Background: an optimization exercise with open tools, aiming at small area, a short achievable clock period and few clock cycles per item. Do not read the settings as production practice.

==> 03-10: inputs <==
==> flow/design.v (excerpt) <==
module collision(clk, rst, data_in_x, data_in_y, data_in_z, collision_detect, done_valid);
  input clk, rst;
  input signed [9:0] data_in_x, data_in_y, data_in_z;
  output reg collision_detect, done_valid;
  localparam [9:0] NEG = 10'h200;
  function lt10(input [9:0] a, input [9:0] b, input pr);
    reg [9:0] aa, bb;
    reg lt, eq, am, bm;
    integer t;
    begin
      aa = {~a[9], a[8:0]};
      bb = {~b[9], b[8:0]};
      lt = 1'b0; eq = 1'b1;
      for (t = 9; t >= 0; t = t - 1) begin
        lt = lt | (eq & ~aa[t] & bb[t]);
        eq = eq & ~(aa[t] ^ bb[t]);
      end
      am = pr & (a == 10'h200);
      bm = pr & (b == 10'h200);
      lt10 = ~am & (bm | lt);
    end
  endfunction
  function [9:0] sub10(input [9:0] a, input [9:0] b);
    reg [9:0] gg, pp, bb;
    integer t, d;
    begin
      bb = ~b;
      gg = a & bb; pp = a ^ bb;
      gg[0] = gg[0] | pp[0];
      for (d = 1; d < 10; d = d * 2)
        for (t = 9; t >= d; t = t - 1) begin
          gg[t] = gg[t] | (pp[t] & gg[t-d]);
          pp[t] = pp[t] & pp[t-d];
        end
      sub10 = (a ^ bb) ^ {gg[8:0], 1'b1};
    end
  endfunction
  function [11:0] add12(input [11:0] a, input [11:0] b);
    reg [11:0] gg, pp;
    integer t, d;
    begin
      gg = a & b; pp = a ^ b;
      for (d = 1; d < 12; d = d * 2)
        for (t = 11; t >= d; t = t - 1) begin
          gg[t] = gg[t] | (pp[t] & gg[t-d]);
          pp[t] = pp[t] & pp[t-d];
        end
      add12 = (a ^ b) ^ {gg[10:0], 1'b0};
    end
  endfunction
  function [18:0] add19(input [18:0] a, input [18:0] b);
    reg [18:0] gg, pp;
    integer t, d;
    begin
      gg = a & b; pp = a ^ b;
      for (d = 1; d < 19; d = d * 2)
        for (t = 18; t >= d; t = t - 1) begin
          gg[t] = gg[t] | (pp[t] & gg[t-d]);
          pp[t] = pp[t] & pp[t-d];
        end
      add19 = (a ^ b) ^ {gg[17:0], 1'b0};
    end
  endfunction
  function [37:0] csa(input [18:0] a, input [18:0] b, input [18:0] c);
    csa = {a ^ b ^ c, (a & b) | (a & c) | (b & c)};
  endfunction
  reg [29:0] r [0:8];
  reg [3:0] idx;
  reg loading;      
  reg stat_on;      
  integer i;
  always @(posedge clk) begin
  ...
clock: 10.0 ns
lec_check: 0
cap_margin: 20
core_margin: 2
core_utilization: 40
setup_slack_margin: 5
slew_margin: 20
run.sh (not shown) runs the stock make flow with config.mk's settings and CLKGATE_MAP_FILE= SYNTH_SCRIPT=/design/flow/synth_recipe.tcl, a recipe that flattens the netlist after the stock synthesis.
==> inputs of 02-14, as changes to 03-10 <==
--- a/flow/design.v
+++ b/flow/design.v
@@ -148,25 +148,31 @@
     wire [11:0] t2c = {((t0s[10:0] & t0c[10:0]) | (t0s[10:0] & t1s[10:0]) | (t0c[10:0] & t1s[10:0])), 1'b1};
     wire [11:0] t3s = t2s ^ t2c ^ t1c;
     wire [11:0] t3c = {((t2s[10:0] & t2c[10:0]) | (t2s[10:0] & t1c[10:0]) | (t2c[10:0] & t1c[10:0])), 1'b0};
     wire [11:0] dsum = add12(t3s, t3c);
     assign sep_comb[g] = dsum[11];
   end endgenerate
   reg [29:0] ev [0:2], fv [0:2];
+  reg [1:0] ph;
   wire [1:0] dk = idx[1:0];
   wire [29:0] rk = (dk == 2'd1) ? r[1] : (dk == 2'd2) ? r[2] : r[3];
   wire [29:0] dd;
   assign dd[9:0]   = sub10(r0[9:0],   rk[9:0]);
   assign dd[19:10] = sub10(r0[19:10], rk[19:10]);
   assign dd[29:20] = sub10(r0[29:20], rk[29:20]);
   wire ld_ef = stat_on && (idx[2] == 1'b0) && (dk != 2'd0);
   always @(posedge clk) begin
-    if (ld_ef) begin
-      if (!idx[3]) ev[dk-2'd1] <= dd; else fv[dk-2'd1] <= dd;
-    end
+    ev[0] <= (ld_ef && !idx[3]) ? dd : ev[2];
+    ev[1] <= ev[0];
+    ev[2] <= ev[1];
+    fv[0] <= (ld_ef && idx[3]) ? dd : fv[2];
+    fv[1] <= fv[0];
+    fv[2] <= fv[1];
+    if (rst) ph <= 2'd1;
+    else ph <= (ph == 2'd2) ? 2'd0 : ph + 2'd1;
   end
   reg [3:0] xcnt;             
   reg [8:0] need_y, need_z;   
   reg [2:0] fast_use;         
   reg [8:0] big;              
   reg [3:0] st_s;             
   reg [3:0] sn;               
@@ -198,125 +204,157 @@
       end
     end
   end
   reg [2:0] sa, sb_, scm;     
   reg v0;
   reg [3:0] n0;
   reg [1:0] c0;
-  always @(posedge clk) begin
+  reg [1:0] am3, bm3;         
+  always @(*) begin
     case (in_n)
-      4'd0, 4'd3, 4'd6: sa <= 3'b001;
-      4'd1, 4'd4, 4'd7: sa <= 3'b010;
-      default:          sa <= 3'b100;
+      4'd0, 4'd3, 4'd6: am3 = 2'd1;
+      4'd1, 4'd4, 4'd7: am3 = 2'd2;
+      default:          am3 = 2'd0;
     endcase
     case (in_n)
-      4'd0, 4'd1, 4'd2: sb_ <= 3'b001;
-      4'd3, 4'd4, 4'd5: sb_ <= 3'b010;
-      default:          sb_ <= 3'b100;
+      4'd0, 4'd1, 4'd2: bm3 = 2'd1;
+      4'd3, 4'd4, 4'd5: bm3 = 2'd2;
+      default:          bm3 = 2'd0;
     endcase
+  end
+  function [2:0] pos3(input [1:0] p, input [1:0] off, input [1:0] m);
+    reg [3:0] t;
+    begin
+      t = {2'd0, p} + {2'd0, off} + 4'd3 - {2'd0, m};
+      t = (t >= 4'd6) ? t - 4'd6 : (t >= 4'd3) ? t - 4'd3 : t;
+      pos3 = (t == 4'd0) ? 3'b001 : (t == 4'd1) ? 3'b010 : 3'b100;
+    end
+  endfunction
+  always @(posedge clk) begin
+    sa <= pos3(ph, 2'd1, am3);
+    sb_ <= pos3(ph, 2'd2, bm3);
     scm <= (in_c == 2'd0) ? 3'b001 : (in_c == 2'd1) ? 3'b010 : 3'b100;
     n0 <= in_n; c0 <= in_c;
   end
   wire [29:0] e = ({30{sa[0]}} & ev[0]) | ({30{sa[1]}} & ev[1]) | ({30{sa[2]}} & ev[2]);
   wire [29:0] f = ({30{sb_[0]}} & fv[0]) | ({30{sb_[1]}} & fv[1]) | ({30{sb_[2]}} & fv[2]);
   wire [9:0] s1a = ({10{scm[0]}} & e[19:10]) | ({10{scm[1]}} & e[29:20]) | ({10{scm[2]}} & e[9:0]);
   wire [9:0] s1b = ({10{scm[0]}} & f[29:20]) | ({10{scm[1]}} & f[9:0])   | ({10{scm[2]}} & f[19:10]);
   wire [9:0] s2a = ({10{scm[0]}} & f[19:10]) | ({10{scm[1]}} & f[29:20]) | ({10{scm[2]}} & f[9:0]);
   wire [9:0] s2b = ({10{scm[0]}} & e[29:20]) | ({10{scm[1]}} & e[9:0])   | ({10{scm[2]}} & e[19:10]);
   reg [9:0] o1a, o1b, o2a, o2b;
   reg [18:0] ks, kc;
   reg v1, v2;
   reg [3:0] n1, n2;
   reg [1:0] c1, c2;
-  wire [18:0] L0 [0:20];
-  genvar gj, gi;
+  localparam [18:0] KB = 19'd350208;
+  wire [18:0] B [0:10];
+  wire [4:0] ng1, ng2;
+  genvar gm, gi;
   generate
-    for (gj = 0; gj < 10; gj = gj + 1) begin : pr
-      wire [9:0] t1, t2;
-      for (gi = 0; gi < 10; gi = gi + 1) begin : pb
-        if ((gi == 9) != (gj == 9)) begin : inv
-          assign t1[gi] = ~(o1a[gi] & o1b[gj]);
-          assign t2[gi] = o2a[gi] & o2b[gj];
-        end else begin : pos
-          assign t1[gi] = o1a[gi] & o1b[gj];
-          assign t2[gi] = ~(o2a[gi] & o2b[gj]);
+    for (gm = 0; gm < 5; gm = gm + 1) begin : bo
+      wire p2 = o1b[2*gm+1], p1 = o1b[2*gm];
+      wire q2 = o2b[2*gm+1], q1 = o2b[2*gm];
+      wire p0, q0;
+      if (gm == 0) begin : lsb
+        assign p0 = 1'b0; assign q0 = 1'b0;
+      end else begin : mid
+        assign p0 = o1b[2*gm-1]; assign q0 = o2b[2*gm-1];
+      end
+      wire one1 = p1 ^ p0;
+      wire two1 = (p2 & ~p1 & ~p0) | (~p2 & p1 & p0);
+      wire one2 = q1 ^ q0;
+      wire two2 = (q2 & ~q1 & ~q0) | (~q2 & q1 & q0);
+      assign ng1[gm] = p2;
+      assign ng2[gm] = ~q2;
+      wire [10:0] ae = {o1a[9], o1a};
+      wire [10:0] ce = {o2a[9], o2a};
+      wire [10:0] x1, x2;
+      for (gi = 0; gi < 11; gi = gi + 1) begin : bb
+        wire m1, m2;
+        if (gi == 0) begin : b0
+          assign m1 = one1 & ae[0];
+          assign m2 = one2 & ce[0];
+        end else begin : bn
+          assign m1 = (one1 & ae[gi]) | (two1 & ae[gi-1]);
+          assign m2 = (one2 & ce[gi]) | (two2 & ce[gi-1]);
+        end
+        if (gi == 10) begin : top
+          assign x1[gi] = ~(m1 ^ ng1[gm]);
+          assign x2[gi] = ~(m2 ^ ng2[gm]);
+        end else begin : low
+          assign x1[gi] = m1 ^ ng1[gm];
+          assign x2[gi] = m2 ^ ng2[gm];
         end
       end
-      wire [28:0] sh1 = {19'd0, t1} << gj;
-      wire [28:0] sh2 = {19'd0, t2} << gj;
-      assign L0[gj] = sh1[18:0];
-      assign L0[10+gj] = sh2[18:0];
+      wire [28:0] w1 = {18'd0, x1} << (2*gm);
+      wire [28:0] w2 = {18'd0, x2} << (2*gm);
+      if (gm == 0) begin : r0
+        assign B[0] = w1[18:0];
+        assign B[1] = w2[18:0];
+      end else begin : rn
+        wire [28:0] c1_ = {28'd0, ng1[gm-1]} << (2*gm-2);
+        wire [28:0] c2_ = {28'd0, ng2[gm-1]} << (2*gm-2);
+        assign B[2*gm] = w1[18:0] | c1_[18:0];
+        assign B[2*gm+1] = w2[18:0] | c2_[18:0];
+      end
     end
   endgenerate
-  assign L0[20] = 19'd2047;
-  wire [18:0] L1 [0:13];
-  wire [18:0] L2 [0:9];
-  wire [18:0] L3 [0:6];
-  wire [18:0] L4 [0:4];
-  wire [18:0] L5 [0:3];
-  wire [18:0] L6 [0:2];
-  wire [18:0] L7 [0:1];
+  assign B[10] = KB | {9'd0, ng1[4] & ng2[4], ng1[4] ^ ng2[4], 8'd0};
+  wire [18:0] L1 [0:7];
+  wire [18:0] L2 [0:5];
+  wire [18:0] L3 [0:3];
+  wire [18:0] L4 [0:2];
+  wire [18:0] L5 [0:1];
   generate
-    for (gi = 0; gi < 7; gi = gi + 1) begin : c1l
-      wire [37:0] x = csa(L0[3*gi], L0[3*gi+1], L0[3*gi+2]);
+    for (gi = 0; gi < 3; gi = gi + 1) begin : c1l
+      wire [37:0] x = csa(B[3*gi], B[3*gi+1], B[3*gi+2]);
       assign L1[2*gi] = x[37:19];
       assign L1[2*gi+1] = {x[17:0], 1'b0};
     end
-    for (gi = 0; gi < 4; gi = gi + 1) begin : c2l
+    assign L1[6] = B[9];
+    assign L1[7] = B[10];
+    for (gi = 0; gi < 2; gi = gi + 1) begin : c2l
       wire [37:0] x = csa(L1[3*gi], L1[3*gi+1], L1[3*gi+2]);
       assign L2[2*gi] = x[37:19];
       assign L2[2*gi+1] = {x[17:0], 1'b0};
     end
-    assign L2[8] = L1[12];
-    assign L2[9] = L1[13];
-    for (gi = 0; gi < 3; gi = gi + 1) begin : c3l
+    assign L2[4] = L1[6];
+    assign L2[5] = L1[7];
+    for (gi = 0; gi < 2; gi = gi + 1) begin : c3l
       wire [37:0] x = csa(L2[3*gi], L2[3*gi+1], L2[3*gi+2]);
       assign L3[2*gi] = x[37:19];
       assign L3[2*gi+1] = {x[17:0], 1'b0};
     end
-    assign L3[6] = L2[9];
-    for (gi = 0; gi < 2; gi = gi + 1) begin : c4l
-      wire [37:0] x = csa(L3[3*gi], L3[3*gi+1], L3[3*gi+2]);
-      assign L4[2*gi] = x[37:19];
-      assign L4[2*gi+1] = {x[17:0], 1'b0};
+    begin : c4l
+      wire [37:0] x = csa(L3[0], L3[1], L3[2]);
+      assign L4[0] = x[37:19];
+      assign L4[1] = {x[17:0], 1'b0};
+      assign L4[2] = L3[3];
     end
-    assign L4[4] = L3[6];
     begin : c5l
       wire [37:0] x = csa(L4[0], L4[1], L4[2]);
       assign L5[0] = x[37:19];
       assign L5[1] = {x[17:0], 1'b0};
-      assign L5[2] = L4[3];
-      assign L5[3] = L4[4];
-    end
-    begin : c6l
-      wire [37:0] x = csa(L5[0], L5[1], L5[2]);
-      assign L6[0] = x[37:19];
-      assign L6[1] = {x[17:0], 1'b0};
-      assign L6[2] = L5[3];
-    end
-    begin : c7l
-      wire [37:0] x = csa(L6[0], L6[1], L6[2]);
-      assign L7[0] = x[37:19];
-      assign L7[1] = {x[17:0], 1'b0};
     end
   endgenerate
   always @(posedge clk) begin
     o1a <= s1a; o1b <= s1b; o2a <= s2a; o2b <= s2b;
     n1 <= n0; c1 <= c0;
-    ks <= L7[0];
-    kc <= L7[1];
+    ks <= L5[0];
+    kc <= L5[1];
     n2 <= n1; c2 <= c1;
   end
   wire [18:0] k = add19(ks, kc);
   wire kz = (k == 19'd0);
   wire kfast = (k[18:16] == 3'b000) || (k[18:16] == 3'b111);
   reg statfin, finished, sepany_r, cdone_r;
   wire sepany = statfin && ((sep_comb & fast_use) != 3'd0);
   wire cross_done = (xcnt == 4'd9) && need_y == 9'd0 && need_z == 9'd0 && !v0 && !v1 && !v2;
-  wire kneg = (k == 19'h40000);
+  wire kneg = (sh == 19'h40000);
   function [9:0] sel3(input [1:0] c, input [29:0] a);
     sel3 = (c == 2'd0) ? a[9:0] : (c == 2'd1) ? a[19:10] : a[29:20];
   endfunction
   wire [2:0] hsel = {shs[sc], bhs[sc], ahs[sc]};
   wire [9:0] xa = (kneg & hsel[0]) ? NEG : sel3(sc, {amx[2], amx[1], amx[0]});
   wire [9:0] xb = (kneg & hsel[1]) ? NEG : sel3(sc, {bmx[2], bmx[1], bmx[0]});
   wire [9:0] xc = (kneg & hsel[2]) ? NEG : sel3(sc, {smx[2], smx[1], smx[0]});
@@ -373,20 +411,23 @@
         4'd1: st_s <= 4'd2;                      
         4'd2: st_s <= 4'd3;                      
         4'd3: st_s <= 4'd4;                      
         4'd4: begin                              
           if (kz) begin
             sc <= sc + 2'd1; st_s <= 4'd1;
           end else begin
-            sh <= k; neg <= k[18]; st_s <= 4'd7;
-            xr <= xsel;
-            yr <= ysel;
-            acca <= 13'd0; accb <= 13'd0; bc <= 5'd0; seen <= 1'b0; lt <= 1'b0;
+            sh <= k; neg <= k[18]; st_s <= 4'd5;
           end
         end
+        4'd5: begin                              
+          xr <= xsel;
+          yr <= ysel;
+          acca <= 13'd0; accb <= 13'd0; bc <= 5'd0; seen <= 1'b0; lt <= 1'b0;
+          st_s <= 4'd7;
+        end
         4'd7: begin                              
           acca <= na >> 1;
           accb <= nb >> 1;
           sh <= sh >> 1;
           seen <= seen | sh[0];
           if (na[0] != nb[0]) lt <= (bc == 5'd27) ? na[0] : nb[0];
           bc <= bc + 5'd1;
CORE_UTILIZATION = 60   (was 40)
==> comparison table <==
                                                                                 02-14                   03-10
Most used standard cell by instance count after synthesis     sky130_fd_sc_hd__dfxtp_1  sky130_fd_sc_hd__inv_1
Post-route clock period utilization                                              0.486                   0.580
Cell depth of the worst flop-to-flop path                                           21                      25
Final setup margin                                                             5.14 ns                 4.20 ns
Fill count                                                                       6,554                  11,603
Number of DRC markers in iteration 0                                             3,995                   3,252
Share of synthesized area occupied by flip-flops and latches                     0.412                   0.442
Hold-critical path endpoint                                           r[7][11]$_DFF_P_           c2[0]$_DFF_P_
Utilization of the core after routing                                            0.665                   0.456
Met1 WL                                                                      61,300 um               63,300 um
Skew-Pair Late Insertion Delay                                                 0.71 ns                 0.74 ns
Share of the final layout cell area in multi-input gates                         0.484                   0.454
F_max                                                                          206 MHz                 173 MHz
Avg Inst Size Synth                                                         9.51 sq um              10.5 sq um
Result of the run                                                       finished clean          finished clean
Layout non-clock buf frac                                                       0.0192                  0.0206
Simple-gate share of the synthesized area                                        0.139                   0.132
Cell count after synthesis                                                       5,158                   4,723
Initial antenna violation count                                                      1                       2
Met1 capacity usage during global routing                                        0.472                   0.311
Start point of the critical path                                      sh[10]$_DFFE_PP_           kc[3]$_DFF_P_
Area taken by flip-flops and latches                                      20,200 sq um            22,000 sq um
Crit. path cell count                                                               21                      25
Function was not checked in any run of this note: the RTL went through the layout flow alone.

port drivers added, routing unchanged:
The flow's constraints put no driver on any port. The routed layouts listed below were extracted and timed again, unchanged, in two steps.
Step 1 sets driving cells, clkbuf_16 on the clock port and buf_2 on the other inputs (assumed; they add their load-dependent delay and slew).
Step 2, shift: input delay + t, output delay - t, t = (earliest + latest rising clock arrival at the registers) / 2. This alone moves slack from input paths to output paths.
a / b / c = ideal ports / drivers / drivers and shift; a / b = the first two.
run | t (ns) | setup slack, ns | hold WS [ns]
03-10 | 0.778 | 4.204 / 4.204 / 4.204 | 0.315 / 0.315 / 0.315
02-14 | 0.737 | 5.140 / 5.140 / 5.140 | 0.305 / 0.305 / 0.305
After both steps every run listed still meets setup and hold.
